What follows belongs to an exercise in optimizing a design on an open flow for small area, a short achievable clock period and few clock cycles per item; a production flow would make more cautious choices. In this exercise RTL edits were held to simulation tests only and were not proved equivalent to the original.

==> flow/design.v <==
`default_nettype none
module square_root32(
		input wire iCLOCK,
		input wire inRESET,
		input wire iDATA_REQ,
		output wire oDATA_BUSY,
		input wire [31:0] iDATA,
		output wire oDATA_VALID,
		input wire iDATA_BUSY,
		output wire [15:0] oDATA
	);
	reg b_skid_valid;
	reg [15:0] b_skid_data;
	reg b_out_valid;
	reg [15:0] b_out_data;
	wire adv = !b_skid_valid;
	reg b_v1;
	reg b_v2;
	reg b_v3;
	reg b_v4;
	reg b_v5;
	reg b_v6;
	reg b_v7;
	wire [31:0] x0;
	wire [0:0] q1;
	wire [1:0] r1;
	wire [29:0] x1;
	reg [1:0] qn2;
	wire [1:0] q2 = ~qn2;
	reg [2:0] r2;
	reg [27:0] x2;
	wire [2:0] q3;
	wire [3:0] r3;
	wire [25:0] x3;
	wire [3:0] q4;
	wire [4:0] r4;
	wire [23:0] x4;
	reg [4:0] qn5;
	wire [4:0] q5 = ~qn5;
	reg [5:0] r5;
	reg [21:0] x5;
	wire [5:0] q6;
	wire [6:0] r6;
	wire [19:0] x6;
	reg [6:0] qn7;
	wire [6:0] q7 = ~qn7;
	reg [7:0] r7;
	reg [17:0] x7;
	wire [7:0] q8;
	wire [8:0] r8;
	wire [15:0] x8;
	reg [8:0] qn9;
	wire [8:0] q9 = ~qn9;
	reg [9:0] r9;
	reg [13:0] x9;
	wire [9:0] q10;
	wire [10:0] r10;
	wire [11:0] x10;
	reg [10:0] qn11;
	wire [10:0] q11 = ~qn11;
	reg [11:0] r11;
	reg [9:0] x11;
	wire [11:0] q12;
	wire [12:0] r12;
	wire [7:0] x12;
	reg [12:0] qn13;
	wire [12:0] q13 = ~qn13;
	reg [13:0] r13;
	reg [5:0] x13;
	wire [13:0] q14;
	wire [14:0] r14;
	wire [3:0] x14;
	reg [14:0] qn15;
	wire [14:0] q15 = ~qn15;
	reg [15:0] r15;
	reg [1:0] x15;
	wire [15:0] q16;
	assign x0 = iDATA;
	wire ge0 = (x0[31:30] != 2'b00);
	assign q1 = {ge0};
	assign r1 = (ge0 ? (x0[31:30] - 2'd1) : x0[31:30]);
	assign x1 = x0[29:0];
	wire [3:0] t1 = {r1, x1[29:28]};
	wire [4:0] d1 = {1'b0, t1} - {2'b00, q1, 2'b01};
	wire ge1 = !d1[4];
	always @(posedge iCLOCK) begin
		if (adv) begin
			qn2 <= ~{q1, ge1};
			r2 <= (ge1 ? d1[2:0] : t1[2:0]);
			x2 <= x1[27:0];
		end
	end
	wire [4:0] t2 = {r2, x2[27:26]};
	wire [5:0] d2 = {1'b0, t2} - {2'b00, q2, 2'b01};
	wire ge2 = !d2[5];
	assign q3 = {q2, ge2};
	assign r3 = (ge2 ? d2[3:0] : t2[3:0]);
	assign x3 = x2[25:0];
	wire [5:0] t3 = {r3, x3[25:24]};
	wire [6:0] d3 = {1'b0, t3} - {2'b00, q3, 2'b01};
	wire ge3 = !d3[6];
	assign q4 = {q3, ge3};
	assign r4 = (ge3 ? d3[4:0] : t3[4:0]);
	assign x4 = x3[23:0];
	wire [6:0] t4 = {r4, x4[23:22]};
	wire [7:0] d4 = {1'b0, t4} - {2'b00, q4, 2'b01};
	wire ge4 = !d4[7];
	always @(posedge iCLOCK) begin
		if (adv) begin
			qn5 <= ~{q4, ge4};
			r5 <= (ge4 ? d4[5:0] : t4[5:0]);
			x5 <= x4[21:0];
		end
	end
	wire [7:0] t5 = {r5, x5[21:20]};
	wire [8:0] d5 = {1'b0, t5} - {2'b00, q5, 2'b01};
	wire ge5 = !d5[8];
	assign q6 = {q5, ge5};
	assign r6 = (ge5 ? d5[6:0] : t5[6:0]);
	assign x6 = x5[19:0];
	wire [8:0] t6 = {r6, x6[19:18]};
	wire [9:0] d6 = {1'b0, t6} - {2'b00, q6, 2'b01};
	wire ge6 = !d6[9];
	always @(posedge iCLOCK) begin
		if (adv) begin
			qn7 <= ~{q6, ge6};
			r7 <= (ge6 ? d6[7:0] : t6[7:0]);
			x7 <= x6[17:0];
		end
	end
	wire [9:0] t7 = {r7, x7[17:16]};
	wire [10:0] d7 = {1'b0, t7} - {2'b00, q7, 2'b01};
	wire ge7 = !d7[10];
	assign q8 = {q7, ge7};
	assign r8 = (ge7 ? d7[8:0] : t7[8:0]);
	assign x8 = x7[15:0];
	wire [10:0] t8 = {r8, x8[15:14]};
	wire [11:0] d8 = {1'b0, t8} - {2'b00, q8, 2'b01};
	wire ge8 = !d8[11];
	always @(posedge iCLOCK) begin
		if (adv) begin
			qn9 <= ~{q8, ge8};
			r9 <= (ge8 ? d8[9:0] : t8[9:0]);
			x9 <= x8[13:0];
		end
	end
	wire [11:0] t9 = {r9, x9[13:12]};
	wire [12:0] d9 = {1'b0, t9} - {2'b00, q9, 2'b01};
	wire ge9 = !d9[12];
	assign q10 = {q9, ge9};
	assign r10 = (ge9 ? d9[10:0] : t9[10:0]);
	assign x10 = x9[11:0];
	wire [12:0] t10 = {r10, x10[11:10]};
	wire [13:0] d10 = {1'b0, t10} - {2'b00, q10, 2'b01};
	wire ge10 = !d10[13];
	always @(posedge iCLOCK) begin
		if (adv) begin
			qn11 <= ~{q10, ge10};
			r11 <= (ge10 ? d10[11:0] : t10[11:0]);
			x11 <= x10[9:0];
		end
	end
	wire [13:0] t11 = {r11, x11[9:8]};
	wire [14:0] d11 = {1'b0, t11} - {2'b00, q11, 2'b01};
	wire ge11 = !d11[14];
	assign q12 = {q11, ge11};
	assign r12 = (ge11 ? d11[12:0] : t11[12:0]);
	assign x12 = x11[7:0];
	wire [14:0] t12 = {r12, x12[7:6]};
	wire [15:0] d12 = {1'b0, t12} - {2'b00, q12, 2'b01};
	wire ge12 = !d12[15];
	always @(posedge iCLOCK) begin
		if (adv) begin
			qn13 <= ~{q12, ge12};
			r13 <= (ge12 ? d12[13:0] : t12[13:0]);
			x13 <= x12[5:0];
		end
	end
	wire [15:0] t13 = {r13, x13[5:4]};
	wire [16:0] d13 = {1'b0, t13} - {2'b00, q13, 2'b01};
	wire ge13 = !d13[16];
	assign q14 = {q13, ge13};
	assign r14 = (ge13 ? d13[14:0] : t13[14:0]);
	assign x14 = x13[3:0];
	wire [16:0] t14 = {r14, x14[3:2]};
	wire [17:0] d14 = {1'b0, t14} - {2'b00, q14, 2'b01};
	wire ge14 = !d14[17];
	always @(posedge iCLOCK) begin
		if (adv) begin
			qn15 <= ~{q14, ge14};
			r15 <= (ge14 ? d14[15:0] : t14[15:0]);
			x15 <= x14[1:0];
		end
	end
	wire [17:0] t15 = {r15, x15[1:0]};
	wire [18:0] d15 = {1'b0, t15} - {2'b00, q15, 2'b01};
	wire ge15 = !d15[18];
	wire [15:0] res = {q15, ge15};
	always @(posedge iCLOCK or negedge inRESET) begin
		if (!inRESET) b_v1 <= 1'b0;
		else if (adv) b_v1 <= iDATA_REQ;
	end
	always @(posedge iCLOCK or negedge inRESET) begin
		if (!inRESET) b_v2 <= 1'b0;
		else if (adv) b_v2 <= b_v1;
	end
	always @(posedge iCLOCK or negedge inRESET) begin
		if (!inRESET) b_v3 <= 1'b0;
		else if (adv) b_v3 <= b_v2;
	end
	always @(posedge iCLOCK or negedge inRESET) begin
		if (!inRESET) b_v4 <= 1'b0;
		else if (adv) b_v4 <= b_v3;
	end
	always @(posedge iCLOCK or negedge inRESET) begin
		if (!inRESET) b_v5 <= 1'b0;
		else if (adv) b_v5 <= b_v4;
	end
	always @(posedge iCLOCK or negedge inRESET) begin
		if (!inRESET) b_v6 <= 1'b0;
		else if (adv) b_v6 <= b_v5;
	end
	always @(posedge iCLOCK or negedge inRESET) begin
		if (!inRESET) b_v7 <= 1'b0;
		else if (adv) b_v7 <= b_v6;
	end
	wire out_free = !b_out_valid || !iDATA_BUSY;
	always @(posedge iCLOCK or negedge inRESET) begin
		if (!inRESET) begin
			b_out_valid <= 1'b0;
			b_skid_valid <= 1'b0;
		end else if (out_free) begin
			b_out_valid <= b_skid_valid || b_v7;
			b_skid_valid <= 1'b0;
		end else if (!b_skid_valid) begin
			b_skid_valid <= b_v7;
		end
	end
	always @(posedge iCLOCK) begin
		if (out_free) b_out_data <= b_skid_valid ? b_skid_data : res;
		if (!b_skid_valid) b_skid_data <= res;
	end
	assign oDATA_BUSY = b_skid_valid;
	assign oDATA_VALID = b_out_valid;
	assign oDATA = b_out_data;
endmodule
`default_nettype wire
==> flow/flow/run.sh <==
#!/bin/bash
bash standard.sh SETUP_SLACK_MARGIN=10.9 finish > standard.log 2>&1
==> flow/standard.sh <==
#!/bin/bash
# synth_recipe.tcl (not shown) runs the flow's synth.tcl, then flattens the netlist and writes it again
# the make line also repeats each setting of config.mk as NAME=value (left out here)
make -C /OpenROAD-flow-scripts/flow DESIGN_CONFIG=/design/flow/config.mk WORK_HOME=/design/flow/orfs CLKGATE_MAP_FILE= SYNTH_SCRIPT=/design/flow/synth_recipe.tcl "${@:-finish}"
==> flow/config.mk <==
export PLATFORM = sky130hd
export DESIGN_NAME = square_root32
export DESIGN_NICKNAME = square_root32
export VERILOG_FILES = /design/flow/design.v
export SDC_FILE = /design/flow/constraint.sdc
export NUM_CORES = 4
export LEC_CHECK = 0
export ABC_AREA = 1
export CAP_MARGIN = 20
export CORE_MARGIN = 2
export CORE_UTILIZATION = 40
export CTS_BUF_LIST = sky130_fd_sc_hd__clkbuf_8
export SLEW_MARGIN = 20
==> flow/constraint.sdc <==
create_clock -name core_clock -period 15.0 [get_ports {iCLOCK}]
set_input_delay 3.0000 -clock core_clock [delete_from_list [all_inputs] [get_ports {iCLOCK}]]
set_output_delay 3.0000 -clock core_clock [all_outputs]
set_load 0.01 [all_outputs]
==> impl_metrics.yaml, run 1 <==
global_routing:
  grt.overflow.total: 0
  grt_pass1_wl_mm: 51.6
  grt_pass1_vias: 10500
  antenna_found_initial: 0
  grt_max_degree: 126
  grt_usage_pct: 16.4
critical_path:
  crit_type: "register to primary output"
  cp_top_family: "flip-flops"
  required_ps: 12000
  reg2reg_to: "r5[2]"
  startpoint_type: "register"
  crit_fanout: 1
  crit_path_end_kind: "primary output"
  max_stage_delay_ps: 360
  r2r_setup_slack_ps: 11130
  path_cells: "buf_2"
  cp.arrival_ps: 1110
  slowest_stage: "edfxtp_1"
  ff2ff_path_depth: 24
  startpoint: "b_out_data[3]"
  critPathBufInv: 1
  reg2reg_from: "qn2[0]"
yosys:
  syn-cell-area_um2: 15200
  synth-seq-cells: 272
  synth_area_leaders: "edfxtp_1 49%, ha_1 11%, nand2_1 9.4%"
  synth_cell_type_count: 50
  seq_area_frac_synth_pct: 52.3
  ys_warn_count: 1
  syn_nets: 1728
  yosysTopAreaCellShare_pct: 48.7
  yosysTopAreaCell: "edfxtp_1"
  postSynthCellCount: 1559
  avgSynthCellArea_um2: 9.76
placement:
  dp_hpwl_mm: 23.1
  pre_cts_ws_ps: 10560
  placed_area_um2: 16300
  port_buffers: 53
  gp_congestion: 0.881
sta:
  finalWorstSetupSlack_ps: 10890
  fin_crit_ps: 4110
  hold_viol: 0
  clock_skew_ps: 19.4
  max_slew_margin_pct: 42.5
  setup_viol: 0
  period_share_pct: 27.4
  whs_ps: 410
  rsz0062_at_grt: "true"
  fin_setup_tns_ps: 0
  fmax_mhz: 243
  slew_violations: 0
  worst_pin_slew_ps: 862
die:
  pin_count: 54
  core_region_area_um2: 37600
  start_util_pct: 40.5
  die_h_um: 199
  dieWidth_um: 199
  rows: 71
  die-area_um2: 39600
layout:
  final_common_cell: "nand2_1"
  drive_gt1_share_pct: 11.6
  syn_to_final_growth_pct: 16.3
  n_antenna_cell: 0
  final_cell_mix: "377 x nand2_1, 247 x edfxtp_1, 163 x inv_1"
  fin_area_um2: 17700
  final_nets: 1845
  final_util_pct: 47.1
flow_run:
  cap_viol_max_count: 0
drt:
  vias_per_cell: 4.98
  wl_per_cell_um: 14.6
  vias: 11100
  first_pass_iters: 5
  drt_iter0_drc: 710
  drt-total-wl_mm: 32.4
  drc: 0
  postRouteAntennaNets: 0
hold_path:
  hold_depth: 0
  hp-class: "register to register"
  min_to: "x5[12]"
  hp-start: "x2[12]"
cts:
  cts_tree: "built"
  cts-buffers-inserted: 48
  cts_max_level: 2
  cts_sinks: 272
  cts_buffer_depth: 3
  clk_pin_slew_ps: 60
  clock_latency_ps: 610
  root_buffer: "clkbuf_8"
outcome:
  status: "timing/DRC/antenna clean"
layout make-up:
cell class                      instances  area, µm²
Clock buffer                           53        729
Clock inverter                         37        274
Fill cell                            3540      19900
Inverter                              165        667
Multi-Input combinational cell       1106       6760
Sequential cell                       272       7960
Tap cell                              511        639
Timing Repair Buffer                   80        638
Timing Repair inverter                  3       20.0
metal layers:
| metal | track usage [%] | up-vias | part of all wire (%) |
|---|---|---|---|
| li1 | - | 5685 | - |
| met5 | 0 | - | 0 |
| met4 | 6.99 | 0 | 2.6 |
| met1 | 21.4 | 5111 | 46 |
| met3 | 2.83 | 67 | 4.3 |
| met2 | 26.8 | 221 | 47 |
synth_stat cells, drive strengths merged:
| cell | instances |
|---|---|
| o31ai | 6 |
| a21o | 11 |
| o21ai | 131 |
| a221oi | 4 |
| a21boi | 3 |
| nand2 | 384 |
| nor2 | 74 |
| inv | 164 |
| o221ai | 1 |
| clkinv | 1 |
| o211ai | 4 |
| a21oi | 99 |
| dfrtp | 9 |
| or2 | 16 |
| dfxtp | 16 |
| o311ai | 1 |
| edfxtp | 247 |
| a31oi | 4 |
| nand3b | 7 |
| clkbuf | 5 |
| o21bai | 17 |
| nand3 | 94 |
| nor3 | 14 |
| nor3b | 2 |
| nand4 | 16 |
| o22ai | 1 |
| a31o | 2 |
| o21a | 3 |
| and2 | 3 |
| o2111ai | 1 |
| xor2 | 46 |
| a211oi | 2 |
| buf | 13 |
| ha | 133 |
| xnor2 | 25 |
worst max path at each step:
stage,endpoint,slack [ps],cells past startpoint
2_1_floorplan,r2[0],11130,5
3_3_place_gp,r2[0],10610,6
3_5_place_dp,r2[0],10560,6
4_1_cts,oDATA[3],10810,1
5_1_grt,oDATA[3],10820,1
6_report,oDATA[3],10890,1
logic make-up after synthesis:
kind of cell / Yosys count / synth area share, %
and+or+nand+nor: 610 / 17.2
adders and majority gates: 133 / 10.9
AOI/OAI and AO/OA: 290 / 10.6
xor gates and xnor gates: 71 / 4.09
buffers and inverters: 183 / 4.81
DFF: 272 / 52.3
through the flow:
| stage | instances |
|---|---|
| final | 2227 |
| after global routing | 2227 |
| after CTS | 2204 |
| after detailed placement | 2108 |
| after global placement | 2108 |
| after floorplan | 1559 |
sequential cells by signal, indices dropped and copies added (netlist names), 6 cells and up:
name / flops
b_out_data: 16
b_skid_data: 16
qn11: 11
qn13: 13
qn15: 15
qn7: 7
qn9: 9
r11: 12
r13: 14
r15: 16
r5: 6
r7: 8
r9: 10
x11: 10
x13: 6
x2: 28
x5: 22
x7: 18
x9: 14
what timing repair did:
action | CTS | global route
gates resized for setup | 85 | 67
gates cloned | 1 | 4
pin swaps | 2 | 11
setup buffers | 5 | 19
setup endpoints to repair | 44 | 79
hold buffers | 0 | 0
Testbench counts, summed over its fixed seeds: cycles 12,064, items 12,000.
==> run 2, diff against run 1 <==
--- a/flow/config.mk
+++ b/flow/config.mk
@@ -10,4 +10,6 @@
 export CORE_MARGIN = 2
 export CORE_UTILIZATION = 40
-export CTS_BUF_LIST = sky130_fd_sc_hd__clkbuf_8
+export CTS_BUF_LIST = sky130_fd_sc_hd__clkbuf_16
+export CTS_CLUSTER_DIAMETER = 60
+export CTS_CLUSTER_SIZE = 20
 export SLEW_MARGIN = 20
==> impl_metrics.yaml, run 2 <==
outcome:
  status: "timing/DRC/antenna clean"
global_routing:
  grt_usage_pct: 16.0
  grt_pass1_wl_mm: 51.1
  grt.overflow.total: 0
  antenna_found_initial: 0
  grt_pass1_vias: 10400
  grt_max_degree: 126
layout:
  drive_gt1_share_pct: 10.4
  final_common_cell: "nand2_1"
  regMostFlops: "x2"
  n_antenna_cell: 0
  syn_to_final_growth_pct: 16.4
  final_nets: 1830
  reg_top3: "x2 x28, x5 x22, x7 x18"
  final_util_pct: 47.1
  final_cell_mix: "377 x nand2_1, 247 x edfxtp_1, 150 x inv_1"
  largest_register_ffs: 28
sta:
  hold_viol: 0
  slew_violations: 0
  finalWorstSetupSlack_ps: 10910
  fin_crit_ps: 4090
  worst_pin_slew_ps: 851
  fin_setup_tns_ps: 0
  clock_skew_ps: 15.6
  fmax_mhz: 244
  rsz0062_at_grt: "true"
  period_share_pct: 27.3
  max_slew_margin_pct: 43.3
  setup_viol: 0
placement:
  pre_cts_ws_ps: 10560
  dp_hpwl_mm: 23.1
  port_buffers: 53
  gp_congestion: 0.881
yosys:
  postSynthCellCount: 1559
  synth-seq-cells: 272
  synth.most_common_cell: "nand2_1"
  avgSynthCellArea_um2: 9.76
  yosysTopAreaCell: "edfxtp_1"
  seq_area_frac_synth_pct: 52.3
  async_reset_ff_share_pct: 3.31
  synthFlopType: "edfxtp_1"
  synth_cell_type_count: 50
  yosysTopAreaCellShare_pct: 48.7
  synth_area_leaders: "edfxtp_1 49%, ha_1 11%, nand2_1 9.4%"
  synth_edf_count: 247
  syn_nets: 1728
  syn-cell-area_um2: 15200
  synth_top_cells_by_count: "381 x nand2_1, 247 x edfxtp_1, 155 x inv_1"
  ys_warn_count: 1
drt:
  first_pass_iters: 5
  vias: 11000
  postRouteAntennaNets: 0
  drc: 0
  wl_per_cell_um: 14.5
  drt-total-wl_mm: 31.7
  drt_iter0_drc: 700
  vias_per_cell: 5.00
critical_path:
  crit_path_end_kind: "primary output"
  crit_type: "register to primary output"
  critPathBufInv: 1
  reg2reg_from: "qn13[1]"
  reg2reg_to: "r15[12]"
  crit_fanout: 1
  cp_top_family: "flip-flops"
  max_stage_delay_ps: 370
  ff2ff_path_depth: 20
  required_ps: 12000
  path_cells: "buf_2"
  r2r_setup_slack_ps: 11100
  slowest_stage: "edfxtp_1"
  startpoint_type: "register"
  cp.arrival_ps: 1090
cts:
  cts-buffers-inserted: 27
  root_buffer: "clkbuf_16"
  clk_pin_slew_ps: 80
  clock_latency_ps: 570
  cts_tree: "built"
  cts_max_level: 1
  cts_sinks: 272
  cts_buffer_depth: 3
  ctsHoldBuffers: 0
die:
  dieWidth_um: 199
  die_h_um: 199
  die-area_um2: 39600
  start_util_pct: 40.5
  rows: 71
  pin_count: 54
  core_region_area_um2: 37600
hold_path:
  hp-start: "x7[5]"
  hold_depth: 0
  hp-class: "register to register"
  min_to: "x9[5]"
flow_run:
  cap_viol_max_count: 0
==> run 2: metrics by stage <==
step                hold slack (ps)  cells  cell area [µm²]
floorplan                       400   1559            15200
global placement                401   2108            16300
detailed placement              405   2108            16300
CTS                             410   2163            17300
global route                    411   2192            17700
finish                          410   2192            17700
==> run 2: layout make-up <==
type,instances,area [µm²]
multi-input cells,1106,6740
well taps,511,639
repair buffers,86,698
flip-flops and latches,272,7960
fillers,3499,19900
clock buffers,27,676
inverters,165,664
repair inverters,3,20.0
clock inverters,22,314
==> run 2: metal layers <==
layer	global-route usage (%)	share of wire (%)	wire [µm]
met1	21.5	47	15000
met2	27.1	47	14900
met5	0	0	0
met3	2.17	3.8	1220
met4	4.26	2.1	670
==> run 2: worst max-delay path by stage <==
stage | from | endpoint | depth (start not counted)
global route | qn2[0] | r5[5] | 24
CTS | b_out_data[3] | oDATA[3] | 1
finish | b_out_data[3] | oDATA[3] | 1
global placement | iDATA[28] | r2[0] | 6
floorplan | iDATA[28] | r2[0] | 5
detailed placement | iDATA[28] | r2[0] | 6
==> run 2: worst reg2reg max path, stage by stage (launching register included) <==
cell      delay [ps]
edfxtp_1         500
ha_1             380
or2_1            230
nand3_1           80
nand2_1          140
nand2_2          170
nand2_8          120
inv_4            170
nand2_1           80
o21ai_1          130
ha_1             320
a21o_1           230
a21oi_1          120
nand3_1          150
nand2_1           90
o211ai_1         110
nand2_2          170
buf_4            150
nand3_4          140
nand3_1          130
nand2_1           60
==> run 2: logic make-up after synthesis <==
family	count (synthesis)	share of synthesized area (%)
AOI/OAI and AO/OA	290	10.6
and+or+nand+nor	610	17.2
adders and majority gates	133	10.9
xor gates and xnor gates	71	4.09
buffers and inverters	183	4.81
DFF	272	52.3
==> run 2: repair_timing <==
action	CTS	global route
buffers inserted	5	25
pin swaps	2	10
setup endpoints to repair	44	81
resized for setup	85	62
cloned	1	4
==> run 3, diff against run 2 <==
--- a/flow/config.mk
+++ b/flow/config.mk
@@ -11,5 +11,5 @@
 export CORE_UTILIZATION = 40
 export CTS_BUF_LIST = sky130_fd_sc_hd__clkbuf_16
-export CTS_CLUSTER_DIAMETER = 60
-export CTS_CLUSTER_SIZE = 20
+export CTS_CLUSTER_DIAMETER = 80
+export CTS_CLUSTER_SIZE = 28
 export SLEW_MARGIN = 20
==> impl_metrics.yaml, run 3 <==
outcome:
  status: "timing/DRC/antenna clean"
layout:
  register_area_um2: 7960
  final_cell_mix: "377 x nand2_1, 247 x edfxtp_1, 150 x inv_1"
  syn_to_final_growth_pct: 13.8
  nFillCells: 3542
  reg_top3: "x2 x28, x5 x22, x7 x18"
  final_common_cell: "nand2_1"
  n_antenna_cell: 0
  fin_area_um2: 17300
  stdcell_count: 2174
  final_nets: 1820
  drive_gt1_share_pct: 9.32
  multi_input_area_um2: 6700
  regMostFlops: "x2"
  largest_register_ffs: 28
die:
  dieWidth_um: 199
  die-area_um2: 39600
  start_util_pct: 40.5
  core_region_area_um2: 37600
  die_h_um: 199
  rows: 71
  pin_count: 54
global_routing:
  grt.overflow.total: 0
  grt_usage_pct: 15.6
  grt_max_degree: 126
  grt_pass1_vias: 10300
  grt_pass1_wl_mm: 50.3
  antenna_found_initial: 0
critical_path:
  max_stage_delay_ps: 390
  startpoint_type: "register"
  crit_fanout: 1
  cp_top_family: "flip-flops"
  crit_path_end_kind: "primary output"
  slowest_stage: "edfxtp_1"
  required_ps: 12000
  path_cells: "buf_2"
  cp.arrival_ps: 1060
  critPathBufInv: 1
  crit_type: "register to primary output"
cts:
  cts_max_level: 1
  cts-buffers-inserted: 18
  clk_pin_slew_ps: 90
  clock_latency_ps: 520
  cts_buffer_depth: 3
  root_buffer: "clkbuf_16"
  cts_tree: "built"
  cts_sinks: 272
flow_run:
  cap_viol_max_count: 0
yosys:
  synth_cell_type_count: 50
  synth_top_cells_by_count: "381 x nand2_1, 247 x edfxtp_1, 155 x inv_1"
  synthFlopType: "edfxtp_1"
  seq_area_frac_synth_pct: 52.3
  synth_area_leaders: "edfxtp_1 49%, ha_1 11%, nand2_1 9.4%"
  async_reset_ff_share_pct: 3.31
  ys_warn_count: 1
  avgSynthCellArea_um2: 9.76
  yosysTopAreaCell: "edfxtp_1"
  yosysTopAreaCellShare_pct: 48.7
  syn-cell-area_um2: 15200
  postSynthCellCount: 1559
  synth_edf_count: 247
  synth-seq-cells: 272
  syn_nets: 1728
  synth.most_common_cell: "nand2_1"
drt:
  wl_per_cell_um: 14.4
  drt-total-wl_mm: 31.2
  wl_met3_mm: 1.15
  postRouteAntennaNets: 0
  topRoutingLayerUsed: "met4"
  drt_iter0_drc: 589
  wl_met2_mm: 14.7
  vias: 10900
  first_pass_iters: 5
  wirelength_met1_mm: 14.7
  vias_per_cell: 5.00
  drc: 0
sta:
  clock_skew_ps: 14.6
  hold_viol: 0
  worst_pin_slew_ps: 851
  fin_crit_ps: 4060
  rsz0062_at_grt: "true"
  max_slew_margin_pct: 43.3
  period_share_pct: 27.1
  slew_violations: 0
  setup_viol: 0
  fmax_mhz: 246
  fin_setup_tns_ps: 0
placement:
  placed_area_um2: 16300
  port_buffers: 53
  placed_cells: 2108
  dp_hpwl_mm: 23.1
  gp_congestion: 0.881
hold_path:
  hp-class: "register to register"
-- run 3: layer usage --
layer  vias to the layer above  global-route usage, %
met3                        46                   1.71
met4                         0                   3.90
met2                       207                   26.7
li1                       5617                      -
met1                      5003                   21.2
met5                         -                      0
-- run 3: logic make-up (layout without fill, tap and decap cells) --
kind of cell | Yosys count | count (layout) | synth area share, %
XOR/XNOR | 71 | 71 | 4.09
buffers and inverters | 183 | 285 | 4.81
AO/OA/AOI/OAI | 290 | 290 | 10.6
flip-flops | 272 | 272 | 52.3
adder cells (fa/ha/maj) | 133 | 133 | 10.9
AND/OR/NAND/NOR | 610 | 612 | 17.2
-- run 3: worst register-to-register path, delay by kind of cell, from the launching register on --
kind	cells	cell delay (ps)
AOI/OAI and AO/OA	7	1010
and+or+nand+nor	11	1060
DFF	1	410
buffers and inverters	4	330
adders and majority gates	3	890
-- run 3: area by class of cell --
cell class                 count  area share, %
clock inverter                14           1.19
clock buffer                  18           2.60
inverter                     165           3.85
timing repair inverter         3          0.116
tap                          511           3.69
sequential                   272           46.0
timing repair buffer          85           3.92
multi-input combinational   1106           38.7
-- run 3: path summary, 6_finish.rpt --
path	startpoint	slack [ps]	cells after the start	to
setup reg to reg	qn2[1]	11070	25	r5[2]
min in group asynchronous	inRESET	2760	1	b_v3
max in group asynchronous	inRESET	11960	1	b_v7
hold reg to reg	x9[3]	420	0	x11[3]
hold / removal	x9[3]	420	0	x11[3]
setup / recovery	b_out_data[3]	10940	1	oDATA[3]
-- run 3: metrics by stage --
step | hold WS, ps | utilization (%) | setup slack, ps
final | 417 | 46.1 | 10940
after global routing | 432 | 46.1 | 10810
after CTS | 426 | 45.1 | 10900
after detailed placement | 405 | 43.4 | 10560
after global placement | 401 | 43.4 | 10610
after floorplan | 400 | - | 11130
-- run 3: repair_timing --
item                       4_1_cts  5_1_grt
gates resized for setup         84       59
hold buffers                     0        0
pin swaps                        2        9
cloned                           1        4
setup endpoints to repair       44       62
setup buffers                    6       23
==> run 4, diff against run 3 <==
--- a/flow/config.mk
+++ b/flow/config.mk
@@ -11,5 +11,5 @@
 export CORE_UTILIZATION = 40
 export CTS_BUF_LIST = sky130_fd_sc_hd__clkbuf_16
-export CTS_CLUSTER_DIAMETER = 80
-export CTS_CLUSTER_SIZE = 28
+export CTS_CLUSTER_DIAMETER = 90
+export CTS_CLUSTER_SIZE = 34
 export SLEW_MARGIN = 20
==> impl_metrics.yaml, run 4 <==
critical_path:
  max_stage_delay_ps: 390
  required_ps: 12000
  crit_path_end_kind: "primary output"
  cp.arrival_ps: 1050
  startpoint_type: "register"
  path_cells: "buf_2"
  crit_type: "register to primary output"
  slowest_stage: "edfxtp_1"
  cp_top_family: "flip-flops"
  crit_fanout: 1
  critPathBufInv: 1
yosys:
  synth_cell_type_count: 50
  synth.most_common_cell: "nand2_1"
  async_reset_ff_share_pct: 3.31
  avgSynthCellArea_um2: 9.76
  yosysTopAreaCellShare_pct: 48.7
  seq_area_frac_synth_pct: 52.3
  postSynthCellCount: 1559
  synth-seq-cells: 272
  syn_nets: 1728
  synth_top_cells_by_count: "381 x nand2_1, 247 x edfxtp_1, 155 x inv_1"
  synthFlopType: "edfxtp_1"
  synth_area_leaders: "edfxtp_1 49%, ha_1 11%, nand2_1 9.4%"
  synth_edf_count: 247
  yosysTopAreaCell: "edfxtp_1"
  ys_warn_count: 1
  syn-cell-area_um2: 15200
layout:
  drive_gt1_share_pct: 9.07
  regMostFlops: "x2"
  syn_to_final_growth_pct: 13.2
  reg_top3: "x2 x28, x5 x22, x7 x18"
  final_cell_mix: "377 x nand2_1, 247 x edfxtp_1, 150 x inv_1"
  largest_register_ffs: 28
  final_nets: 1814
  final_common_cell: "nand2_1"
  stdcell_count: 2165
  fin_area_um2: 17200
  n_antenna_cell: 0
cts:
  cts_buffer_depth: 3
  cts_sinks: 272
  root_buffer: "clkbuf_16"
  clock_latency_ps: 520
  cts-buffers-inserted: 15
  cts_max_level: 1
  cts_tree: "built"
  ctsHoldBuffers: 0
  clk_pin_slew_ps: 120
global_routing:
  antenna_found_initial: 0
  grt_pass1_vias: 10200
  grt_pass1_wl_mm: 50.2
  grt_usage_pct: 15.6
  grt-busiest-layer: "met2"
  grt_util_met2_pct: 26.5
  met3_usage_pct: 1.71
  grt_max_degree: 126
  grtUsageMet1_pct: 21.2
  grt.overflow.total: 0
hold_path:
  hp-class: "register to register"
die:
  core_region_area_um2: 37600
  dieWidth_um: 199
  start_util_pct: 40.5
  rows: 71
  pin_count: 54
  die-area_um2: 39600
  die_h_um: 199
drt:
  vias_per_cell: 4.99
  postRouteAntennaNets: 0
  drc: 0
  wl_per_cell_um: 14.4
  drt-total-wl_mm: 31.2
  first_pass_iters: 5
  drt_iter0_drc: 646
  vias: 10800
placement:
  placed_area_um2: 16300
  placed_cells: 2108
  gp_congestion: 0.881
  dp_hpwl_mm: 23.1
  port_buffers: 53
sta:
  worst_pin_slew_ps: 853
  fin_crit_ps: 4050
  slew_violations: 0
  fmax_mhz: 247
  period_share_pct: 27.0
  whs_ps: 429
  hold_viol: 0
  rsz0062_at_grt: "true"
  setup_viol: 0
  clock_skew_ps: 29.1
  max_slew_margin_pct: 43.2
  fin_setup_tns_ps: 0
flow_run:
  cap_viol_max_count: 0
outcome:
  status: "timing/DRC/antenna clean"
run 4: cell counts after synthesis:
No cell type changed its count.
run 4: stage by stage:
stage / worst slack, ps / utilization, %
2_1_floorplan: 11130 / -
3_3_place_gp: 10610 / 43.4
3_5_place_dp: 10560 / 43.4
4_1_cts: 10900 / 44.9
5_1_grt: 10820 / 45.8
6_report: 10950 / 45.8
run 4: cells by family after synthesis:
kind of cell,count (synthesis),synth area share (%)
AO/OA/AOI/OAI,290,10.6
XOR/XNOR,71,4.09
adder cells (fa/ha/maj),133,10.9
buffers and inverters,183,4.81
flip-flops,272,52.3
AND/OR/NAND/NOR,610,17.2
run 4: final timing paths:
check	slack (ps)	cells past startpoint	from	to
hold reg to reg	430	0	x2[20]	x5[20]
max in group asynchronous	11950	1	inRESET	b_v7
hold / removal	430	0	x2[20]	x5[20]
setup / recovery	10950	1	b_out_data[3]	oDATA[3]
setup reg to reg	11090	25	qn2[0]	r5[5]
min in group asynchronous	2760	1	inRESET	b_v1
run 4: metal layers:
layer  wire (µm)  up-vias
met5           0        -
li1            -     5591
met1       14900     4973
met3        1130       43
met4         619        0
met2       14600      204
run 4: layout make-up:
type	count	area, µm²
Fill cell	3543	20300
Clock inverter	11	191
Multi-Input combinational cell	1106	6720
Tap cell	511	639
Sequential cell	272	7960
Clock buffer	15	375
Timing Repair inverter	3	20.0
Timing Repair Buffer	82	656
Inverter	165	664
run 4: repair_timing:
action	in CTS	in global routing
resized for setup	83	65
setup buffers	6	20
pin swaps	2	10
setup endpoints to repair	42	63
gates cloned	1	4
==> run 5, diff against run 4 <==
--- a/flow/config.mk
+++ b/flow/config.mk
@@ -7,9 +7,10 @@
 export LEC_CHECK = 0
 export ABC_AREA = 1
+export ABC_CLOCK_PERIOD_IN_PS = 4000
 export CAP_MARGIN = 20
 export CORE_MARGIN = 2
-export CORE_UTILIZATION = 40
+export CORE_UTILIZATION = 55
 export CTS_BUF_LIST = sky130_fd_sc_hd__clkbuf_16
-export CTS_CLUSTER_DIAMETER = 90
-export CTS_CLUSTER_SIZE = 34
+export CTS_CLUSTER_DIAMETER = 80
+export CTS_CLUSTER_SIZE = 28
 export SLEW_MARGIN = 20
==> impl_metrics.yaml, run 5 <==
drt:
  postRouteAntennaNets: 0
  first_pass_iters: 5
  vias_per_cell: 5.44
  vias: 10900
  drc: 0
  wl_per_cell_um: 15.2
  drt_iter0_drc: 820
  drt-total-wl_mm: 30.4
placement:
  gp_congestion: 0.905
  dp_hpwl_mm: 22.8
  placed_cells: 1938
  port_buffers: 53
die:
  die_h_um: 170
  die-area_um2: 29000
  core_region_area_um2: 27000
  start_util_pct: 56.3
  rows: 60
  dieWidth_um: 170
  pin_count: 54
cts:
  cts_max_level: 1
  cts-buffers-inserted: 16
  root_buffer: "clkbuf_16"
  cts_tree: "built"
  cts_buffer_depth: 3
  cts_sinks: 272
  clock_latency_ps: 520
  clk_pin_slew_ps: 100
sta:
  rsz0062_at_grt: "true"
  setup_viol: 0
  max_slew_margin_pct: 45.4
  clock_skew_ps: 27.2
  fin_crit_ps: 4060
  hold_viol: 0
  fmax_mhz: 246
  fin_setup_tns_ps: 0
  slew_violations: 0
  whs_ps: 416
  period_share_pct: 27.1
  worst_pin_slew_ps: 818
yosys:
  synth_cell_type_count: 50
  async_reset_ff_share_pct: 3.31
  syn_nets: 1728
  ys_warn_count: 1
  seq_area_frac_synth_pct: 52.3
  syn-cell-area_um2: 15200
  yosysTopAreaCellShare_pct: 48.7
  synth_edf_count: 247
  avgSynthCellArea_um2: 9.76
  postSynthCellCount: 1559
  synth-seq-cells: 272
  yosysTopAreaCell: "edfxtp_1"
  synth_top_cells_by_count: "381 x nand2_1, 247 x edfxtp_1, 155 x inv_1"
  synth.most_common_cell: "nand2_1"
  synthFlopType: "edfxtp_1"
  synth_area_leaders: "edfxtp_1 49%, ha_1 11%, nand2_1 9.4%"
layout:
  final_cell_mix: "377 x nand2_1, 247 x edfxtp_1, 153 x inv_1"
  n_antenna_cell: 0
  multi_input_area_um2: 6720
  stdcell_count: 2002
  syn_to_final_growth_pct: 12.0
  drive_gt1_share_pct: 9.09
  largest_register_ffs: 28
  final_common_cell: "nand2_1"
  final_nets: 1820
  register_area_um2: 7960
  regMostFlops: "x2"
  reg_top3: "x2 x28, x5 x22, x7 x18"
  nFillCells: 2246
critical_path:
  startpoint_type: "register"
  slowest_stage: "edfxtp_1"
  cp_top_family: "flip-flops"
  path_cells: "buf_2"
  crit_fanout: 1
  cp.arrival_ps: 1060
  critPathBufInv: 1
  max_stage_delay_ps: 390
  crit_path_end_kind: "primary output"
  required_ps: 12000
  crit_type: "register to primary output"
flow_run:
  cap_viol_max_count: 0
global_routing:
  grt_pass1_wl_mm: 49.0
  grt_max_degree: 117
  grt_pass1_vias: 10100
  grt.overflow.total: 0
  grt_usage_pct: 21.0
  antenna_found_initial: 0
outcome:
  status: "timing/DRC/antenna clean"
hold_path:
  hp-class: "register to register"
## run 5: cell counts after synthesis
Identical to the previous run, type by type.
## run 5: layer usage
metal | part of all wire (%) | track usage, % | wire length (µm)
met1 | 47 | 29.3 | 14300
met2 | 47 | 35.3 | 14300
met3 | 3.8 | 2.35 | 1170
met4 | 2.3 | 5.39 | 705
met5 | 0 | 0 | 0
## run 5: area by class of cell
type / instances / area share (%)
timing repair inverter: 4 / 0.161
timing repair buffer: 86 / 4.04
sequential: 272 / 46.7
inverter: 165 / 3.89
multi-input combinational: 1106 / 39.4
clock buffer: 17 / 2.50
clock inverter: 11 / 0.749
tap: 341 / 2.50
## run 5: logic make-up (layout without fill, tap and decap cells)
family | count (synthesis) | count (layout) | share of synthesized area, %
AO/OA/AOI/OAI | 290 | 290 | 10.6
XOR/XNOR | 71 | 71 | 4.09
adder cells (fa/ha/maj) | 133 | 133 | 10.9
buffers and inverters | 183 | 283 | 4.81
flip-flops | 272 | 272 | 52.3
AND/OR/NAND/NOR | 610 | 612 | 17.2
## run 5: final timing paths
kind	startpoint	endpoint	slack [ps]	cells past startpoint
max reg2reg	qn13[4]	r15[3]	11100	20
max in group asynchronous	inRESET	b_v5	11930	1
min in group asynchronous	inRESET	b_out_valid	2760	1
min reg2reg	x2[5]	x5[5]	420	0
max	b_out_data[7]	oDATA[7]	10940	1
min	x2[5]	x5[5]	420	0
## run 5: timing repair
action                     CTS  global route
buffers inserted             6            24
resized for setup           86            60
setup endpoints to repair   53            67
pin swaps                    3            14
gates cloned                 0             6
hold buffers                 0             0
## run 5: per-stage QoR
step | utilization, % | cell area [µm²] | worst slack (ps)
2_1_floorplan | - | 15200 | 11130
5_1_grt | 63.1 | 17000 | 10890
6_report | 63.1 | 17000 | 10940
4_1_cts | 61.5 | 16600 | 10900
3_5_place_dp | 59.5 | 16100 | 10560
3_3_place_gp | 59.5 | 16100 | 10620
==> run 6, diff against run 5 <==
==> flow/flow/run.sh (replaced) <==
#!/bin/bash
bash standard.sh SETUP_SLACK_MARGIN=11.1 finish > standard.log 2>&1
--- a/flow/config.mk
+++ b/flow/config.mk
@@ -7,5 +7,4 @@
 export LEC_CHECK = 0
 export ABC_AREA = 1
-export ABC_CLOCK_PERIOD_IN_PS = 4000
 export CAP_MARGIN = 20
 export CORE_MARGIN = 2
==> impl_metrics.yaml, run 6 <==
die:
  core_region_area_um2: 27000
  rows: 60
  die-area_um2: 29000
  dieWidth_um: 170
  pin_count: 54
  start_util_pct: 56.3
  die_h_um: 170
critical_path:
  reg2reg_to: "r5[2]"
  path_cells: "buf_2"
  startpoint_type: "register"
  cp_top_family: "flip-flops"
  ff2ff_path_depth: 23
  crit_path_end_kind: "primary output"
  reg2reg_from: "qn2[0]"
  critPathBufInv: 1
  slowest_stage: "edfxtp_1"
  crit_fanout: 1
  max_stage_delay_ps: 390
  r2r_setup_slack_ps: 11280
  required_ps: 12000
  cp.arrival_ps: 1060
  crit_type: "register to primary output"
yosys:
  seq_area_frac_synth_pct: 52.3
  yosysTopAreaCellShare_pct: 48.7
  synth_edf_count: 247
  avgSynthCellArea_um2: 9.76
  async_reset_ff_share_pct: 3.31
  synth-seq-cells: 272
  synth.most_common_cell: "nand2_1"
  syn_nets: 1728
  postSynthCellCount: 1559
  synth_cell_type_count: 50
  synth_area_leaders: "edfxtp_1 49%, ha_1 11%, nand2_1 9.4%"
  yosysTopAreaCell: "edfxtp_1"
  synth_top_cells_by_count: "381 x nand2_1, 247 x edfxtp_1, 155 x inv_1"
  synthFlopType: "edfxtp_1"
  syn-cell-area_um2: 15200
  ys_warn_count: 1
hold_path:
  hold_depth: 0
  hp-class: "register to register"
  min_to: "x5[5]"
  hp-start: "x2[5]"
sta:
  period_share_pct: 27.1
  max_slew_margin_pct: 45.9
  worst_pin_slew_ps: 812
  fin_crit_ps: 4060
  slew_violations: 0
  clock_skew_ps: 27.9
  finalWorstSetupSlack_ps: 10940
  fin_setup_tns_ps: 0
  setup_viol: 0
  hold_viol: 0
  rsz0062_at_grt: "true"
  fmax_mhz: 246
cts:
  root_buffer: "clkbuf_16"
  cts_tree: "built"
  clock_latency_ps: 520
  cts-buffers-inserted: 16
  cts_buffer_depth: 3
  cts_max_level: 1
  clk_pin_slew_ps: 100
  cts_sinks: 272
placement:
  port_buffers: 53
  dp_hpwl_mm: 22.8
  pre_cts_ws_ps: 10560
  placed_area_um2: 16100
  gp_congestion: 0.905
global_routing:
  grt_util_met2_pct: 35.8
  grt_max_degree: 117
  grt_pass1_vias: 10200
  grt_usage_pct: 21.3
  grt.overflow.total: 0
  grtUsageMet1_pct: 29.8
  met3_usage_pct: 2.37
  grt-busiest-layer: "met2"
  grt_pass1_wl_mm: 49.6
  antenna_found_initial: 0
layout:
  final_nets: 1861
  reg_top3: "x2 x28, x5 x22, x7 x18"
  n_antenna_cell: 0
  final_common_cell: "nand2_1"
  fin_area_um2: 17700
  regMostFlops: "x2"
  largest_register_ffs: 28
  drive_gt1_share_pct: 13.6
  final_cell_mix: "375 x nand2_1, 247 x edfxtp_1, 151 x inv_1"
  syn_to_final_growth_pct: 16.4
drt:
  drt_iter0_drc: 757
  postRouteAntennaNets: 0
  drt-total-wl_mm: 31.5
  first_pass_iters: 5
  vias: 11200
  wl_per_cell_um: 15.4
  vias_per_cell: 5.48
  drc: 0
outcome:
  status: "timing/DRC/antenna clean"
flow_run:
  cap_viol_max_count: 0
[run 6: cell counts after synthesis]
Identical to the previous run, type by type.
[run 6: per-stage QoR]
step / instances / util, % / hold WS, ps
after floorplan: 1559 / - / 400
after global placement: 1938 / 59.5 / 401
after detailed placement: 1938 / 59.5 / 405
after CTS: 1987 / 62.3 / 423
after global routing: 2043 / 65.5 / 430
final: 2043 / 65.5 / 414
[run 6: worst max path at each step]
stage	from	end	slack (ps)	depth (start not counted)
2_1_floorplan	iDATA[28]	r2[0]	11130	5
3_3_place_gp	iDATA[28]	r2[0]	10620	6
3_5_place_dp	qn2[0]	r5[1]	10560	24
4_1_cts	b_out_data[7]	oDATA[7]	10900	1
5_1_grt	b_out_data[7]	oDATA[7]	10890	1
6_report	b_out_data[7]	oDATA[7]	10940	1
[run 6: what timing repair did]
action,in CTS,in global routing
gates cloned,3,4
pin swaps,7,35
setup buffers,18,52
hold buffers,0,0
endpoints found under the setup margin,64,89
resized for setup,109,101
[run 6: cell type report]
class                   instances  area (µm²)
repair buffers                126        1000
flip-flops and latches        272        7960
well taps                     341         427
clock inverters                11         128
repair inverters                4        30.0
multi-input cells            1107        7050
clock buffers                  17         425
fillers                      2168        9320
inverters                     165         688
[run 6: per-layer routing]
layer  vias to the layer above  wire length, µm
li1                       5707                -
met1                      5223            14600
met2                       219            14900
met3                        48             1190
met4                         0              719
met5                         -                0
[run 6: kinds of logic (layout without fill, tap and decap cells)]
kind of cell,after synthesis,after routing,share of synthesized area (%)
flops,272,272,52.3
compound gates,290,290,10.6
fa+ha+maj,133,133,10.9
xor+xnor,71,71,4.09
simple gates,610,613,17.2
buf+inv,183,323,4.81
==> run 7, diff against run 6 <==
==> flow/flow/run.sh (replaced) <==
#!/bin/bash
bash standard.sh SETUP_SLACK_MARGIN=10.8 finish > standard.log 2>&1
==> impl_metrics.yaml, run 7 <==
layout:
  final_cell_mix: "379 x nand2_1, 247 x edfxtp_1, 154 x inv_1"
  syn_to_final_growth_pct: 11.8
  stdcell_count: 1996
  reg_top3: "x2 x28, x5 x22, x7 x18"
  largest_register_ffs: 28
  drive_gt1_share_pct: 7.19
  final_common_cell: "nand2_1"
  regMostFlops: "x2"
  n_antenna_cell: 0
  final_nets: 1814
yosys:
  synth_top_cells_by_count: "381 x nand2_1, 247 x edfxtp_1, 155 x inv_1"
  synth.most_common_cell: "nand2_1"
  syn_nets: 1728
  ys_warn_count: 1
  synth_top_family_by_area: "simple AND/OR/NAND/NOR gates"
  synthFlopType: "edfxtp_1"
  synth_xor_area_share_pct: 4.09
  synth_simple_gate_area_share_pct: 17.2
  yosysTopAreaCellShare_pct: 48.7
  synth_compound_area_share_pct: 10.6
  yosysTopAreaCell: "edfxtp_1"
  synth_area_leaders: "edfxtp_1 49%, ha_1 11%, nand2_1 9.4%"
  syn-cell-area_um2: 15200
  async_reset_ff_share_pct: 3.31
  synth_cell_type_count: 50
  postSynthCellCount: 1559
  muxShareOfSynthArea_pct: 0
  avgSynthCellArea_um2: 9.76
  synthAdderAreaFrac_pct: 10.9
  synth_edf_count: 247
  synth-seq-cells: 272
  seq_area_frac_synth_pct: 52.3
critical_path:
  crit_fanout: 1
  startpoint_type: "register"
  critPathBufInv: 1
  slowest_stage: "edfxtp_1"
  reg2reg_from: "qn13[4]"
  required_ps: 12000
  crit_type: "register to primary output"
  cp_top_family: "flip-flops"
  cp.arrival_ps: 1170
  max_stage_delay_ps: 360
  crit_path_end_kind: "primary output"
  path_cells: "dlygate4sd2_1"
  r2r_setup_slack_ps: 10980
  startpoint: "b_out_data[10]"
hold_path:
  hp-start: "x2[5]"
  hp-class: "register to register"
placement:
  dp_hpwl_mm: 22.8
  placed_cells: 1938
  gp_congestion: 0.905
  port_buffers: 53
drt:
  vias: 10900
  wl_per_cell_um: 15.2
  drt-total-wl_mm: 30.2
  drt_iter0_drc: 870
  drc: 0
  postRouteAntennaNets: 0
  vias_per_cell: 5.45
  first_pass_iters: 5
die:
  start_util_pct: 56.3
  rows: 60
  core_region_area_um2: 27000
  pin_count: 54
  dieWidth_um: 170
  die-area_um2: 29000
  die_h_um: 170
sta:
  slew_violations: 0
  period_share_pct: 27.8
  fmax_mhz: 240
  fin_setup_tns_ps: 0
  rsz0062_at_grt: "true"
  fin_crit_ps: 4170
  worst_pin_slew_ps: 820
  clock_skew_ps: 27.2
  max_slew_margin_pct: 45.3
  setup_viol: 0
  hold_viol: 0
cts:
  clock_latency_ps: 520
  cts_tree: "built"
  cts_buffer_depth: 3
  cts-buffers-inserted: 16
  cts_max_level: 1
  ctsHoldBuffers: 0
  clk_pin_slew_ps: 100
  root_buffer: "clkbuf_16"
  cts_sinks: 272
flow_run:
  cap_viol_max_count: 0
global_routing:
  grt_pass1_wl_mm: 48.9
  antenna_found_initial: 0
  grt_usage_pct: 21.0
  grt.overflow.total: 0
  grt_max_degree: 117
  grt_pass1_vias: 10100
outcome:
  status: "timing/DRC/antenna clean"
-- run 7: cell count changes in the layout (fill, tap and decap cells not counted), moves of 11 or more --
| cell | change |
|---|---|
| buf_2 | -18 |
| buf_4 | -42 |
| clkdlybuf4s15_1 | +15 |
| ha_1 | +18 |
| ha_4 | -16 |
| o21ai_0 | +11 |
-- run 7: routing by layer --
layer | vias to the layer above | track usage (%) | share of wire (%)
li1 | 5601 | - | -
met1 | 5025 | 29.2 | 47
met2 | 206 | 35.2 | 47
met3 | 40 | 2.37 | 4.0
met4 | 0 | 5.54 | 2.5
met5 | - | 0 | 0
-- run 7: worst paths after layout --
check                      cells after the start           to
setup reg to reg                              22      r15[13]
max in group asynchronous                      1         b_v5
setup / recovery                               1    oDATA[10]
min in group asynchronous                      1  b_out_valid
hold / removal                                 0        x5[5]
hold reg to reg                                0        x5[5]
-- run 7: cell type report --
type	instances	area, µm²
Clock inverter	11	128
Tap cell	341	427
Timing Repair Buffer	83	744
Clock buffer	17	425
Inverter	165	654
Fill cell	2234	10000
Timing Repair inverter	3	20.0
Multi-Input combinational cell	1104	6650
Sequential cell	272	7960
-- run 7: kinds of logic (layout without fill, tap and decap cells) --
family | count (synthesis) | count (layout)
AOI/OAI and AO/OA | 290 | 290
xor gates and xnor gates | 71 | 71
adders and majority gates | 133 | 133
buffers and inverters | 183 | 279
DFF | 272 | 272
and+or+nand+nor | 610 | 610
-- run 7: stage by stage --
stage	utilization (%)	hold slack [ps]	cell area, µm²	setup WS (ps)
detailed placement	59.5	405	16100	10560
finish	62.9	414	17000	10830
CTS	61.6	423	16700	10800
floorplan	-	400	15200	11130
global route	62.9	430	17000	10760
global placement	59.5	401	16100	10620
-- run 7: what timing repair did --
item,CTS,global route
buffers inserted,2,25
setup endpoints to repair,37,65
gates cloned,0,3
gates resized for setup,30,63
pin swaps,0,8
==> run 8, diff against run 7 <==
==> flow/flow/run.sh (replaced) <==
#!/bin/bash
bash standard.sh SETUP_SLACK_MARGIN=10.9 BUFFER_PORTS_ARGS='-buffer_cell sky130_fd_sc_hd__buf_1' finish > standard.log 2>&1
==> impl_metrics.yaml, run 8 <==
cts:
  cts_sinks: 272
  cts-buffers-inserted: 16
  clock_latency_ps: 510
  root_buffer: "clkbuf_16"
  ctsHoldBuffers: 0
  cts_max_level: 1
  cts_buffer_depth: 3
  clk_pin_slew_ps: 110
  cts_tree: "built"
placement:
  dp_hpwl_mm: 22.9
  port_buffers: 53
  gp_congestion: 0.916
yosys:
  syn-cell-area_um2: 15200
  synth_top_family_by_area: "simple AND/OR/NAND/NOR gates"
  avgSynthCellArea_um2: 9.76
  synth_simple_gate_area_share_pct: 17.2
  postSynthCellCount: 1559
  synth_area_leaders: "edfxtp_1 49%, ha_1 11%, nand2_1 9.4%"
  synth_compound_area_share_pct: 10.6
  ys_warn_count: 1
  synth_xor_area_share_pct: 4.09
  synth_edf_count: 247
  synth.most_common_cell: "nand2_1"
  muxShareOfSynthArea_pct: 0
  seq_area_frac_synth_pct: 52.3
  synthAdderAreaFrac_pct: 10.9
  synth-seq-cells: 272
  syn_nets: 1728
  synth_top_cells_by_count: "381 x nand2_1, 247 x edfxtp_1, 155 x inv_1"
  synthFlopType: "edfxtp_1"
  yosysTopAreaCellShare_pct: 48.7
  async_reset_ff_share_pct: 3.31
  yosysTopAreaCell: "edfxtp_1"
  synth_cell_type_count: 50
sta:
  hold_viol: 0
  max_slew_margin_pct: 37.1
  slew_violations: 0
  fmax_mhz: 248
  rsz0062_at_grt: "false"
  clock_skew_ps: 25.5
  fin_crit_ps: 4030
  fin_setup_tns_ps: 0
  worst_pin_slew_ps: 944
  period_share_pct: 26.9
  setup_viol: 0
drt:
  vias: 10800
  drc: 0
  drt_iter0_drc: 713
  postRouteAntennaNets: 0
  wl_per_cell_um: 15.6
  drt-total-wl_mm: 31.2
  first_pass_iters: 5
  vias_per_cell: 5.43
layout:
  final_nets: 1815
  final_util_pct: 62.4
  register_area_um2: 7960
  syn_to_final_growth_pct: 10.7
  final_cell_mix: "375 x nand2_1, 247 x edfxtp_1, 153 x inv_1"
  n_antenna_cell: 0
  final_common_cell: "nand2_1"
  largest_register_ffs: 28
  reg_top3: "x2 x28, x5 x22, x7 x18"
  nFillCells: 2277
  drive_gt1_share_pct: 8.33
  multi_input_area_um2: 6770
  regMostFlops: "x2"
critical_path:
  max_stage_delay_ps: 390
  slowest_stage: "edfxtp_1"
  crit_cells: 1
  cp.arrival_ps: 1030
  path_cells: "buf_1"
  r2r_setup_slack_ps: 11110
  required_ps: 12000
  crit_path_end_kind: "primary output"
  critPathBufInv: 1
  cp_top_family: "flip-flops"
  crit_fanout: 1
  startpoint_type: "register"
  crit_type: "register to primary output"
  ff2ff_path_depth: 25
die:
  die_h_um: 170
  start_util_pct: 56.3
  core_region_area_um2: 27000
  rows: 60
  pin_count: 54
  die-area_um2: 29000
  dieWidth_um: 170
global_routing:
  grt_usage_pct: 21.5
  grt.overflow.total: 0
  grt_pass1_vias: 10200
  grt_max_degree: 162
  grt_pass1_wl_mm: 50.1
  antenna_found_initial: 0
hold_path:
  hold_depth: 0
  hp-class: "register to register"
flow_run:
  cap_viol_max_count: 0
outcome:
  status: "timing/DRC/antenna clean"
-- run 8: cell counts after synthesis --
Identical to the previous run, type by type.
-- run 8: routing by layer --
| metal | track usage [%] | share of wire (%) | up-vias |
|---|---|---|---|
| met4 | 4.57 | 2.0 | 0 |
| met1 | 30.1 | 48 | 5006 |
| met3 | 2.44 | 3.3 | 37 |
| li1 | - | - | 5605 |
| met5 | 0 | 0 | - |
| met2 | 36.3 | 47 | 191 |
-- run 8: cell families (layout without fill, tap and decap cells) --
family / after synthesis / after routing
buf+inv: 183 / 278
flops: 272 / 272
fa+ha+maj: 133 / 133
xor+xnor: 71 / 71
simple gates: 610 / 612
compound gates: 290 / 290
-- run 8: worst paths after layout --
kind                          startpoint           to
max                        b_out_data[6]     oDATA[6]
min                               x2[17]       x5[17]
max reg2reg                       qn2[0]        r5[1]
min reg2reg                       x2[17]       x5[17]
max in group asynchronous        inRESET         b_v6
min in group asynchronous        inRESET  b_out_valid
-- run 8: what timing repair did --
| action | in CTS | in global routing |
|---|---|---|
| endpoints found under the setup margin | 27 | 63 |
| pin swaps | 3 | 13 |
| resized for setup | 13 | 85 |
| buffers inserted | 10 | 17 |
| cloned | 0 | 4 |
-- run 8: layout make-up --
class	instances	area share (%)
Clock buffer	18	2.67
Clock inverter	10	0.646
Inverter	165	3.94
Multi-Input combinational cell	1106	40.2
Sequential cell	272	47.3
Tap cell	341	2.53
Timing Repair Buffer	83	2.71
Timing Repair inverter	2	0.0742
-- run 8: stage by stage --
stage	hold slack, ps	worst slack (ps)	cell area [µm²]	instances
after floorplan	400	11130	15200	1559
final	423	10970	16900	1997
after global routing	434	10870	16900	1997
after detailed placement	405	10560	15800	1937
after CTS	425	10910	16400	1975
after global placement	400	10610	15800	1937
==> run 9, diff against run 8 <==
==> flow/flow/run.sh (replaced) <==
#!/bin/bash
bash standard.sh SETUP_SLACK_MARGIN=10.9 finish > standard.log 2>&1
==> impl_metrics.yaml, run 9 <==
cts:
  cts_sinks: 272
  cts-buffers-inserted: 16
  cts_max_level: 1
  cts_buffer_depth: 3
  clock_latency_ps: 520
  root_buffer: "clkbuf_16"
  cts_tree: "built"
  clk_pin_slew_ps: 100
yosys:
  synth_area_leaders: "edfxtp_1 49%, ha_1 11%, nand2_1 9.4%"
  ys_warn_count: 1
  synth_cell_type_count: 50
  synthFlopType: "edfxtp_1"
  synth_edf_count: 247
  synth.most_common_cell: "nand2_1"
  synth_top_cells_by_count: "381 x nand2_1, 247 x edfxtp_1, 155 x inv_1"
  syn_nets: 1728
  syn-cell-area_um2: 15200
  yosysTopAreaCell: "edfxtp_1"
  synth-seq-cells: 272
  postSynthCellCount: 1559
  seq_area_frac_synth_pct: 52.3
  avgSynthCellArea_um2: 9.76
  async_reset_ff_share_pct: 3.31
  yosysTopAreaCellShare_pct: 48.7
drt:
  drt-total-wl_mm: 30.4
  vias_per_cell: 5.44
  vias: 10900
  postRouteAntennaNets: 0
  drc: 0
  first_pass_iters: 5
  wl_per_cell_um: 15.2
  drt_iter0_drc: 820
global_routing:
  grt_max_degree: 117
  grt_pass1_wl_mm: 49.0
  grt_pass1_vias: 10100
  antenna_found_initial: 0
  grt_usage_pct: 21.0
  grt.overflow.total: 0
die:
  core_region_area_um2: 27000
  start_util_pct: 56.3
  die-area_um2: 29000
  rows: 60
  pin_count: 54
  die_h_um: 170
  dieWidth_um: 170
critical_path:
  critPathBufInv: 1
  cp.arrival_ps: 1060
  crit_path_end_kind: "primary output"
  startpoint_type: "register"
  path_cells: "buf_2"
  required_ps: 12000
  crit_type: "register to primary output"
  slowest_stage: "edfxtp_1"
  cp_top_family: "flip-flops"
  crit_fanout: 1
  max_stage_delay_ps: 390
sta:
  max_slew_margin_pct: 45.4
  slew_violations: 0
  rsz0062_at_grt: "true"
  fmax_mhz: 246
  period_share_pct: 27.1
  clock_skew_ps: 27.2
  hold_viol: 0
  worst_pin_slew_ps: 818
  whs_ps: 416
  setup_viol: 0
  fin_crit_ps: 4060
  fin_setup_tns_ps: 0
placement:
  port_buffers: 53
  dp_hpwl_mm: 22.8
  placed_area_um2: 16100
  placed_cells: 1938
  gp_congestion: 0.905
outcome:
  status: "timing/DRC/antenna clean"
layout:
  n_antenna_cell: 0
  final_common_cell: "nand2_1"
  largest_register_ffs: 28
  syn_to_final_growth_pct: 12.0
  final_util_pct: 63.1
  stdcell_count: 2002
  final_nets: 1820
  regMostFlops: "x2"
  reg_top3: "x2 x28, x5 x22, x7 x18"
  drive_gt1_share_pct: 9.09
  fin_area_um2: 17000
  final_cell_mix: "377 x nand2_1, 247 x edfxtp_1, 153 x inv_1"
hold_path:
  hp-class: "register to register"
flow_run:
  cap_viol_max_count: 0
[run 9: worst paths after layout]
path                       depth (start not counted)  slack, ps          start     endpoint
hold / removal                                     0        420          x2[5]        x5[5]
max in group asynchronous                          1      11930        inRESET         b_v5
setup reg to reg                                  20      11100        qn13[4]       r15[3]
hold reg to reg                                    0        420          x2[5]        x5[5]
setup / recovery                                   1      10940  b_out_data[7]     oDATA[7]
min in group asynchronous                          1       2760        inRESET  b_out_valid
[run 9: routing by layer]
| layer | up-vias | GRT usage (%) | share of wire (%) | routed length (µm) |
|---|---|---|---|---|
| li1 | 5624 | - | - | - |
| met1 | 5045 | 29.3 | 47 | 14300 |
| met2 | 192 | 35.3 | 47 | 14300 |
| met3 | 37 | 2.35 | 3.8 | 1170 |
| met4 | 0 | 5.39 | 2.3 | 705 |
| met5 | - | 0 | 0 | 0 |
[run 9: repair_timing]
item,4_1_cts,5_1_grt
gates cloned,0,6
gates resized for setup,86,60
endpoints found under the hold margin,0,0
setup buffers,6,24
hold buffers,0,0
pin swaps,3,14
setup endpoints to repair,53,67
[run 9: cells by family after synthesis]
family / count (synthesis) / synth area share (%)
simple gates: 610 / 17.2
xor+xnor: 71 / 4.09
compound gates: 290 / 10.6
flops: 272 / 52.3
fa+ha+maj: 133 / 10.9
buf+inv: 183 / 4.81
[run 9: final cells by class]
type,count,area [µm²]
inverters,165,663
clock inverters,11,128
fillers,2246,9980
clock buffers,17,425
well taps,341,427
repair inverters,4,27.5
multi-input cells,1106,6720
repair buffers,86,688
flip-flops and latches,272,7960
[run 9: metrics by stage]
stage,setup WS (ps)
after floorplan,11130
after global placement,10620
after detailed placement,10560
after CTS,10900
after global routing,10890
final,10940

## afterwards: timing with drivers on the ports
No port has a modelled driver above. Below, the same layouts with a new extraction and two added sets of constraints. Step 1 assumes that a clkbuf_16 drives the clock port and a buf_2 every other input. Step 2, shift: input delay + t, output delay - t, t = (earliest + latest rising clock arrival at the registers) / 2. This alone moves slack from input paths to output paths. Slacks: ideal / step 1 / step 2; pairs: ideal / step 1.
run	t, ns	setup WS [ns]	worst setup path after step 2	clock arrival spread, ns
run 1	0.643	10.892 / 10.844 / 10.566	input to register	0.023 / 0.023
run 2	0.617	10.907 / 10.858 / 10.566	input to register	0.019 / 0.019
run 3	0.564	10.939 / 10.891 / 10.569	input to register	0.016 / 0.016
run 4	0.551	10.946 / 10.897 / 10.581	input to register	0.035 / 0.034
run 5	0.558	10.936 / 10.886 / 10.551	input to register	0.027 / 0.027
run 6	0.559	10.935 / 10.885 / 10.635	input to register	0.027 / 0.028
run 7	0.558	10.829 / 10.779 / 10.551	input to register	0.027 / 0.027
run 8	0.544	10.969 / 10.919 / 10.932	input to register	0.025 / 0.026
run 9	0.558	10.936 / 10.886 / 10.551	input to register	0.027 / 0.027
After both steps setup and hold are still met in every run listed.
